From an optimization exercise on the open Yosys and OpenROAD flow, aimed at small area and few clock cycles per item; shortcuts taken in it are not production practice. In this exercise RTL edits were held to simulation tests only and were not proved equivalent to the original.

==> flow/design.v <==
module ascon_enc(
	input [127:0] i_data,
	input [127:0] i_n,
	input [127:0] i_k,
	input clk,
	input i_rst,
	input i_start,
	input [15:0] i_a_len,
	input [15:0] i_m_len,
	output reg o_nxt_data,
	output reg o_c,
	output reg [127:0] o_data,
	output reg o_fin
	);
	localparam [63:0] IV = 64'h80800c0800000000;
	localparam [2:0] M_IDLE  = 3'd0;
	localparam [2:0] M_INIT  = 3'd1;
	localparam [2:0] M_AD    = 3'd2;
	localparam [2:0] M_PT    = 3'd3;
	localparam [2:0] M_FINAL = 3'd4;
	reg [2:0] mode, mode_nxt;
	reg [2:0] ph, ph_nxt;            
	reg [319:0] s;                   
	reg [127:0] key;
	reg [15:0] cnt, cnt_nxt;         
	reg [15:0] mlen;
	reg absorb;                      
	reg idle;                        
	wire cnt_one = (cnt == 16'd1);
	wire cnt_two = (cnt == 16'd2);
	reg key_in, key_out, dom_sep;
	always @(*) begin
		mode_nxt = mode;
		ph_nxt = ph;
		cnt_nxt = cnt;
		key_in = 1'b0;
		key_out = 1'b0;
		dom_sep = 1'b0;
		o_nxt_data = 1'b0;
		o_c = 1'b0;
		o_fin = 1'b0;
		case (mode)
			M_IDLE: begin
				ph_nxt = 3'd0;
				if (i_start) begin
					mode_nxt = M_INIT;
					ph_nxt = 3'd1;
				end
			end
			M_INIT: begin
				ph_nxt = ph + 3'd1;
				if (ph == 3'd4) o_nxt_data = 1'b1;
				if (ph == 3'd5) begin
					key_out = 1'b1;
					mode_nxt = M_AD;
					ph_nxt = 3'd2;
				end
			end
			M_AD: begin
				ph_nxt = ph + 3'd1;
				if (ph == 3'd4) o_nxt_data = 1'b1;
				if (ph == 3'd5) begin
					ph_nxt = 3'd2;
					if (cnt_one) begin
						dom_sep = 1'b1;
						mode_nxt = M_PT;
						cnt_nxt = mlen;
					end else begin
						cnt_nxt = cnt - 16'd1;
					end
				end
			end
			M_PT: begin
				ph_nxt = ph + 3'd1;
				if (ph == 3'd2) o_c = 1'b1;
				if (ph == 3'd4) o_nxt_data = 1'b1;
				if (ph == 3'd5) begin
					cnt_nxt = cnt - 16'd1;
					if (cnt_two) begin
						key_in = 1'b1;
						mode_nxt = M_FINAL;
						ph_nxt = 3'd0;
					end else begin
						ph_nxt = 3'd2;
					end
				end
			end
			M_FINAL: begin
				ph_nxt = ph + 3'd1;
				if (ph == 3'd0) o_c = 1'b1;
				if (ph == 3'd5) begin
					key_out = 1'b1;
					o_fin = 1'b1;
					mode_nxt = M_IDLE;
					ph_nxt = 3'd0;
				end
			end
			default: begin
				mode_nxt = M_IDLE;
				ph_nxt = 3'd0;
			end
		endcase
	end
	wire [319:0] p_out;
	wire [319:0] p_in = idle ? {IV, i_k, i_n} : s;
	ascon_round2 perm (.i_s(p_in), .i_ph(ph), .o_s(p_out));
	wire [319:0] mask = {i_data & {128{absorb}},
		key & {128{key_in}}, 64'd0}
		^ {192'd0, key & {128{key_out}}}
		^ {319'd0, dom_sep};
	wire [319:0] s_nxt = p_out ^ mask;
	always @(*) begin
		if (o_fin) o_data = s_nxt[127:0];
		else o_data = s[319:192];
	end
	always @(posedge clk) begin
		s <= s_nxt;
		if (idle) begin
			key <= i_k;
			mlen <= i_m_len;
		end
		cnt <= idle ? i_a_len : cnt_nxt;
	end
	always @(posedge clk or negedge i_rst) begin
		if (~i_rst) begin
			mode <= M_IDLE;
			ph <= 3'd0;
			absorb <= 1'b0;
			idle <= 1'b1;
		end else begin
			mode <= mode_nxt;
			ph <= ph_nxt;
			absorb <= o_nxt_data;
			idle <= (mode_nxt == M_IDLE);
		end
	end
endmodule
module ascon_round2(
	input [319:0] i_s,
	input [2:0] i_ph,
	output [319:0] o_s
	);
	reg [15:0] rc;
	always @(*) begin
		case (i_ph)
			3'd0: rc = 16'hf0e1;
			3'd1: rc = 16'hd2c3;
			3'd2: rc = 16'hb4a5;
			3'd3: rc = 16'h9687;
			3'd4: rc = 16'h7869;
			default: rc = 16'h5a4b;
		endcase
	end
	wire [319:0] s1;
	ascon_round r0 (.i_s(i_s), .i_c(rc[15:8]), .o_s(s1));
	ascon_round r1 (.i_s(s1),  .i_c(rc[7:0]),  .o_s(o_s));
endmodule
module ascon_round(
	input [319:0] i_s,
	input [7:0] i_c,
	output [319:0] o_s
	);
	wire [63:0] x0 = i_s[319:256];
	wire [63:0] x1 = i_s[255:192];
	wire [63:0] x2 = i_s[191:128] ^ {56'd0, i_c};
	wire [63:0] x3 = i_s[127:64];
	wire [63:0] x4 = i_s[63:0];
	wire [63:0] a0 = x0 ^ x4;
	wire [63:0] a2 = x2 ^ x1;
	wire [63:0] a4 = x4 ^ x3;
	wire [63:0] b0 = a0 ^ (~x1 & a2);
	wire [63:0] b1 = x1 ^ (~a2 & x3);
	wire [63:0] b2 = a2 ^ (~x3 & a4);
	wire [63:0] b3 = x3 ^ (~a4 & a0);
	wire [63:0] b4 = a4 ^ (~a0 & x1);
	wire [63:0] t0 = b0 ^ b4;
	wire [63:0] t1 = b1 ^ b0;
	wire [63:0] t2 = ~b2;
	wire [63:0] t3 = b3 ^ b2;
	wire [63:0] t4 = b4;
	assign o_s[319:256] = t0 ^ {t0[18:0], t0[63:19]} ^ {t0[27:0], t0[63:28]};
	assign o_s[255:192] = t1 ^ {t1[60:0], t1[63:61]} ^ {t1[38:0], t1[63:39]};
	assign o_s[191:128] = t2 ^ {t2[ 1:0], t2[63: 1]} ^ {t2[ 5:0], t2[63: 6]};
	assign o_s[127:64]  = t3 ^ {t3[ 9:0], t3[63:10]} ^ {t3[16:0], t3[63:17]};
	assign o_s[63:0]    = t4 ^ {t4[ 6:0], t4[63: 7]} ^ {t4[40:0], t4[63:41]};
endmodule
Settings: LEC_CHECK=0, CAP_MARGIN=30, CORE_MARGIN=2, CORE_UTILIZATION=40, GPL_TIMING_DRIVEN=0, SETUP_SLACK_MARGIN=0.3, SLEW_MARGIN=30; clock period 10.0 ns.
standard.sh (not shown) runs the stock make flow with config.mk's settings and CLKGATE_MAP_FILE= SYNTH_SCRIPT=/design/flow/synth_recipe.tcl, a recipe that flattens the netlist after the stock synthesis.
==> flow/flow/run.sh <==
#!/bin/bash
# Standard ORFS layout (standard.sh), except that synthesis maps cells with an
# area-oriented ABC script and without full-adder extraction, and the port
# buffers are the smallest buffer cell.
set -euo pipefail
here=$(pwd)
sed -e "s#SYNTH_SCRIPT=[^ ]*#SYNTH_SCRIPT=$here/flow/synth_area.tcl ADDER_MAP_FILE= 'BUFFER_PORTS_ARGS=-buffer_cell sky130_fd_sc_hd__buf_1'#" standard.sh > flow_standard.sh
bash flow_standard.sh > flow_make.log 2>&1
==> flow/flow/abc_nf.script <==
strash
&get -n
&st
&dch
&nf -R 1000
&put
==> flow/flow/synth_area.tcl <==
# The standard synthesis (synth_recipe.tcl), with ABC's cell mapping done by
# an area-oriented script (abc_nf.script) instead of ORFS's speed script.
set ::area_abc_script [file join [file dirname [file normalize [info script]]] abc_nf.script]
proc abc {args} {
  set i [lsearch -exact $args -script]
  if { $i >= 0 } { lset args [expr { $i + 1 }] $::area_abc_script }
  set i [lsearch -exact $args -D]
  if { $i >= 0 } { lset args [expr { $i + 1 }] 10000 }
  yosys abc {*}$args
}
source [file join [file dirname [file dirname [file normalize [info script]]]] synth_recipe.tcl]
The starting point ran to the end with no violations.
Testbench counts at the start, summed over its fixed seeds: cycles 9,824, messages 256.
Rerun with:
--- a/flow/config.mk
+++ b/flow/config.mk
@@ -9,5 +9,4 @@
 export CORE_MARGIN = 2
 export CORE_UTILIZATION = 40
-export GPL_TIMING_DRIVEN = 0
-export SETUP_SLACK_MARGIN = 0.3
+export SETUP_SLACK_MARGIN = 0.1
 export SLEW_MARGIN = 30
After rerunning:
- routed wire length is higher by 5.1%
- non-clock buffer count is higher by 277
- synthesized cell count is unchanged
- sequential cell count does not change
Rerun with:
--- a/flow/config.mk
+++ b/flow/config.mk
@@ -9,4 +9,5 @@
 export CORE_MARGIN = 2
 export CORE_UTILIZATION = 40
-export SETUP_SLACK_MARGIN = 0.1
+export GPL_TIMING_DRIVEN = 0
+export SETUP_SLACK_MARGIN = 0.15
 export SLEW_MARGIN = 30
Final cell count shrinks by 4.0%.
Worst setup slack loses 81 ps.
Sequential share of layout area shrinks by 0.28 points.
Sequential cell count is unchanged.

port drivers added, routing unchanged:
The results above use ideal ports. As a check the final layouts listed here were re-extracted and re-timed, cells and wires unchanged.
Step 1 (the two cells are an assumption about what drives the block):
set clk [get_ports {clk}]
set_driving_cell -lib_cell sky130_fd_sc_hd__clkbuf_16 $clk
set_driving_cell -lib_cell sky130_fd_sc_hd__buf_2 [delete_from_list [all_inputs] $clk]
Step 2, shift: input delay + t, output delay - t, t = (earliest + latest rising clock arrival at the registers) / 2. This alone moves slack from input paths to output paths.
a / b / c = no drivers / after step 1 / after step 2; a / b = the first two.
| run | t (ns) | setup WS [ns] | hold slack, ns |
|---|---|---|---|
| the first run | 0.754 | 0.165 / 0.089 / 0.717 | 0.572 / 0.572 / 0.572 |
| the second run | 0.764 | 0.227 / 0.141 / 0.496 | 0.592 / 0.592 / 0.592 |
| the third run | 0.758 | 0.146 / 0.069 / 0.752 | 0.570 / 0.570 / 0.570 |
After both steps every run listed still meets setup and hold.
